This is an optimization exercise on Yosys and OpenROAD, whose aim is small area and a short achievable clock period, not a production implementation. RTL that was checked went through simulation tests only; none was proved equivalent to the original. Power figures rest on the tool's default switching activity, not on a simulated workload.

==> flow/design.v <==
module fifo_or8 (input logic [7:0] d, input logic [7:0] s, output logic y);
    assign y = |(d & s);
endmodule
module fifo_nor2 (input logic a, b, output logic y);
    assign y = ~(a | b);
endmodule
module fifo_nand2 (input logic a, b, output logic y);
    assign y = ~(a & b);
endmodule
module fifo_rdbit (
    input  logic [31:0] d,
    input  logic [31:0] s,
    output logic        y
    );
    logic [3:0]  l2;
    logic [1:0]  l3;
    for (genvar k = 0; k < 4; k++) begin : g_l2
        fifo_or8 u (.d(d[8*k +: 8]), .s(s[8*k +: 8]), .y(l2[k]));
    end
    for (genvar k = 0; k < 2; k++) begin : g_l3
        fifo_nor2 u (.a(l2[2*k]), .b(l2[2*k+1]), .y(l3[k]));
    end
    fifo_nand2 u_l4 (.a(l3[0]), .b(l3[1]), .y(y));
endmodule
module fifo_and2 (input logic a, b, output logic y);
    assign y = a & b;
endmodule
module fifo_generic #(
    parameter DataWidth = 32,
    parameter int unsigned FifoDepth = 32  
    ) (
    input logic                    clk,
    input logic                    i_rst,
    input logic                    i_read,
    input logic                    i_write,
    input logic  [DataWidth - 1:0] i_write_data,
    output logic [DataWidth - 1:0] o_read_data,
    output logic                   o_full,
    output logic                   o_empty
    );
    logic [DataWidth - 1:0] fifo_mem [0:FifoDepth - 1];
    localparam LoN = 4;
    localparam HiN = FifoDepth / LoN;
    logic [LoN - 1:0]       wr_lo;
    logic [HiN - 1:0]       wr_hi;
    logic [FifoDepth - 1:0] read_sel;
    logic [FifoDepth - 1:0] read_sel_b;
    logic [LoN - 1:0]       rd_lo;
    logic [HiN - 1:0]       rd_hi;
    logic not_empty, not_full, empty_b, full_b;
    logic read_en, write_en, read_en_b, write_en_b;
    assign read_en    = i_read  & not_empty;
    assign write_en   = i_write & not_full;
    assign read_en_b  = i_read  & ~empty_b;
    assign write_en_b = i_write & ~full_b;
    logic rw_lo_next, rw_hi_same, rw_hi_next;    
    logic wr_lo_next, wr_hi_same, wr_hi_next;    
    always_comb begin
        rw_lo_next = 1'b0;
        wr_lo_next = 1'b0;
        for (int k = 0; k < LoN; k++) begin
            rw_lo_next = rw_lo_next | (rd_lo[k] & wr_lo[(k + 1) % LoN]);
            wr_lo_next = wr_lo_next | (wr_lo[k] & rd_lo[(k + 1) % LoN]);
        end
        rw_hi_same = 1'b0;
        rw_hi_next = 1'b0;
        wr_hi_next = 1'b0;
        for (int j = 0; j < HiN; j++) begin
            rw_hi_same = rw_hi_same | (rd_hi[j] & wr_hi[j]);
            rw_hi_next = rw_hi_next | (rd_hi[j] & wr_hi[(j + 1) % HiN]);
            wr_hi_next = wr_hi_next | (wr_hi[j] & rd_hi[(j + 1) % HiN]);
        end
        wr_hi_same = rw_hi_same;
    end
    logic one_left, one_free;
    assign one_left = rw_lo_next & (rd_lo[LoN - 1] ? rw_hi_next : rw_hi_same);
    assign one_free = wr_lo_next & (wr_lo[LoN - 1] ? wr_hi_next : wr_hi_same);
    always_ff @(posedge clk) begin
        if (i_rst) begin
            wr_lo      <= {{(LoN - 1){1'b0}}, 1'b1};
            wr_hi      <= {{(HiN - 1){1'b0}}, 1'b1};
            rd_lo      <= {{(LoN - 1){1'b0}}, 1'b1};
            rd_hi      <= {{(HiN - 1){1'b0}}, 1'b1};
            read_sel   <= {{(FifoDepth - 1){1'b0}}, 1'b1};
            read_sel_b <= {{(FifoDepth - 1){1'b0}}, 1'b1};
            not_empty  <= 1'b0;
            not_full   <= 1'b1;
            o_empty    <= 1'b1;
            o_full     <= 1'b0;
            empty_b    <= 1'b1;
            full_b     <= 1'b0;
        end else begin
            if (write_en) begin
                wr_lo <= {wr_lo[LoN - 2:0], wr_lo[LoN - 1]};
                if (wr_lo[LoN - 1]) wr_hi <= {wr_hi[HiN - 2:0], wr_hi[HiN - 1]};
            end
            if (read_en) begin
                rd_lo <= {rd_lo[LoN - 2:0], rd_lo[LoN - 1]};
                if (rd_lo[LoN - 1]) rd_hi <= {rd_hi[HiN - 2:0], rd_hi[HiN - 1]};
                read_sel <= {read_sel[FifoDepth - 2:0], read_sel[FifoDepth - 1]};
            end
            if (read_en_b) read_sel_b <= {read_sel_b[FifoDepth - 2:0], read_sel_b[FifoDepth - 1]};
            if (write_en & ~read_en) begin
                not_empty <= 1'b1;
                o_empty   <= 1'b0;
                not_full  <= ~one_free;
                o_full    <= one_free;
            end else if (read_en & ~write_en) begin
                not_full  <= 1'b1;
                o_full    <= 1'b0;
                not_empty <= ~one_left;
                o_empty   <= one_left;
            end
            if (write_en_b & ~read_en_b) begin
                empty_b <= 1'b0;
                full_b  <= one_free;
            end else if (read_en_b & ~write_en_b) begin
                full_b  <= 1'b0;
                empty_b <= one_left;
            end
        end
    end
    logic [LoN - 1:0]       wlo_sel, wlo_hold_n;
    logic [FifoDepth - 1:0] wsel, wkeep;
    assign wlo_sel    = {LoN{i_write & ~full_b}} & wr_lo;
    assign wlo_hold_n = {LoN{i_write & not_full}} & wr_lo;
    for (genvar i = 0; i < FifoDepth; i++) begin : g_we
        fifo_and2  u_sel  (.a(wlo_sel[i % LoN]),    .b(wr_hi[i / LoN]), .y(wsel[i]));
        fifo_nand2 u_keep (.a(wlo_hold_n[i % LoN]), .b(wr_hi[i / LoN]), .y(wkeep[i]));
    end
    always_ff @(posedge clk) begin
        for (int i = 0; i < FifoDepth; i++) begin
            fifo_mem[i] <= (i_write_data & {DataWidth{wsel[i]}})
                         | (fifo_mem[i] & {DataWidth{wkeep[i]}});
        end
    end
    logic [DataWidth - 1:0] head;
    for (genvar b = 0; b < DataWidth; b++) begin : g_rd
        logic [FifoDepth - 1:0] col;
        for (genvar i = 0; i < FifoDepth; i++) begin : g_col
            assign col[i] = fifo_mem[i][b];
        end
        fifo_rdbit u_bit (.d(col), .s(b < DataWidth / 2 ? read_sel : read_sel_b), .y(head[b]));
    end
    logic read_keep;
    assign read_keep = ~i_read | empty_b;
    always_ff @(posedge clk) begin
        o_read_data <= (head & {DataWidth{read_en}})
                     | (o_read_data & {DataWidth{read_keep}});
    end
endmodule
export LEC_CHECK = 0
export CAP_MARGIN = 20
export CORE_MARGIN = 2
export CORE_UTILIZATION = 50
export CTS_CLUSTER_DIAMETER = 80
export CTS_CLUSTER_SIZE = 25
export PLACE_DENSITY = 0.65
export SETUP_SLACK_MARGIN = 1.2
export SLEW_MARGIN = 20
export SYNTH_HIERARCHICAL = 1
export TNS_END_PERCENT = 20
export BUFFER_PORTS_ARGS = -buffer_cell sky130_fd_sc_hd__buf_4
create_clock -name core_clock -period 2.8 [get_ports {clk}]
standard.sh (not shown) runs the stock make flow with config.mk's settings and CLKGATE_MAP_FILE= SYNTH_SCRIPT=/design/flow/synth_recipe.tcl, a recipe that flattens the netlist after the stock synthesis.
==> flow/flow/run.sh <==
#!/bin/bash
set -e
cp standard.sh standard.sh.txt
echo 'export BUFFER_PORTS_ARGS = -buffer_cell sky130_fd_sc_hd__buf_4' >> config.mk
bash standard.sh > standard.log 2>&1
Edit:
--- a/flow/design.v
+++ b/flow/design.v
@@ -1,32 +1,36 @@
-module fifo_or8 (input logic [7:0] d, input logic [7:0] s, output logic y);
+module fifo_or4 (input logic [3:0] d, input logic [3:0] s, output logic y);
     assign y = |(d & s);
+endmodule
+module fifo_nand2 (input logic a, b, output logic y);
+    assign y = ~(a & b);
+endmodule
+module fifo_and2 (input logic a, b, output logic y);
+    assign y = a & b;
 endmodule
 module fifo_nor2 (input logic a, b, output logic y);
     assign y = ~(a | b);
 endmodule
-module fifo_nand2 (input logic a, b, output logic y);
-    assign y = ~(a & b);
-endmodule
 module fifo_rdbit (
     input  logic [31:0] d,
     input  logic [31:0] s,
-    output logic        y
+    output logic        y_n
     );
-    logic [3:0]  l2;
-    logic [1:0]  l3;
-    for (genvar k = 0; k < 4; k++) begin : g_l2
-        fifo_or8 u (.d(d[8*k +: 8]), .s(s[8*k +: 8]), .y(l2[k]));
+    logic [7:0]  l2;    
+    logic [3:0]  l3;    
+    logic [1:0]  l4;    
+    for (genvar k = 0; k < 8; k++) begin : g_l2
+        fifo_or4 u (.d(d[4*k +: 4]), .s(s[4*k +: 4]), .y(l2[k]));
     end
-    for (genvar k = 0; k < 2; k++) begin : g_l3
+    for (genvar k = 0; k < 4; k++) begin : g_l3
         fifo_nor2 u (.a(l2[2*k]), .b(l2[2*k+1]), .y(l3[k]));
     end
-    fifo_nand2 u_l4 (.a(l3[0]), .b(l3[1]), .y(y));
-endmodule
-module fifo_and2 (input logic a, b, output logic y);
-    assign y = a & b;
+    for (genvar k = 0; k < 2; k++) begin : g_l4
+        fifo_nand2 u (.a(l3[2*k]), .b(l3[2*k+1]), .y(l4[k]));
+    end
+    fifo_nor2 u_l5 (.a(l4[0]), .b(l4[1]), .y(y_n));
 endmodule
 module fifo_generic #(
     parameter DataWidth = 32,
     parameter int unsigned FifoDepth = 32  
     ) (
     input logic                    clk,
@@ -131,21 +135,21 @@
     always_ff @(posedge clk) begin
         for (int i = 0; i < FifoDepth; i++) begin
             fifo_mem[i] <= (i_write_data & {DataWidth{wsel[i]}})
                          | (fifo_mem[i] & {DataWidth{wkeep[i]}});
         end
     end
-    logic [DataWidth - 1:0] head;
+    logic [DataWidth - 1:0] head_n;
     for (genvar b = 0; b < DataWidth; b++) begin : g_rd
         logic [FifoDepth - 1:0] col;
         for (genvar i = 0; i < FifoDepth; i++) begin : g_col
             assign col[i] = fifo_mem[i][b];
         end
-        fifo_rdbit u_bit (.d(col), .s(b < DataWidth / 2 ? read_sel : read_sel_b), .y(head[b]));
+        fifo_rdbit u_bit (.d(col), .s(b < DataWidth / 2 ? read_sel : read_sel_b), .y_n(head_n[b]));
     end
     logic read_keep;
     assign read_keep = ~i_read | empty_b;
     always_ff @(posedge clk) begin
-        o_read_data <= (head & {DataWidth{read_en}})
+        o_read_data <= (~head_n & {DataWidth{read_en}})
                      | (o_read_data & {DataWidth{read_keep}});
     end
 endmodule
The new run finished with timing, DRC and antenna clean.
Global-route usage drops by 2.0 points.
Final area came out higher by 0.79%.
Synthesized cell count rises by 7.9%.
Total power falls by 1.7%.
Sequential cell count stays the same.
Setup slack is better by 0.042 ns.
Hold slack loses 0.0070 ns.
Via count went down by 0.80%.
Utilization stays flat.
Function not checked in the first run of this note: the RTL went through the layout flow alone.

-- port drivers added, routing unchanged --
Ports are ideal in the flow. The routed layouts listed here were re-timed in OpenROAD.
Step 1 assumes that a clkbuf_16 drives the clock port and a buf_2 every other input.
Step 2, shift: input delay + t, output delay - t, t = (earliest + latest rising clock arrival at the registers) / 2. This alone moves slack from input paths to output paths.
a / b / c = no drivers / after step 1 / after step 2; a / b = the first two.
run | t, ns | slack for setup (ns) | worst setup path at the end
the first run | 0.714 | 1.042 / 1.007 / 0.690 | input to register
the second run | 0.704 | 1.085 / 1.020 / 0.715 | input to register
After both steps every run listed still meets setup and hold. For the second run, which loses most, drivers alone change the setup slack by -0.065 ns; drivers and shift together by -0.370 ns.
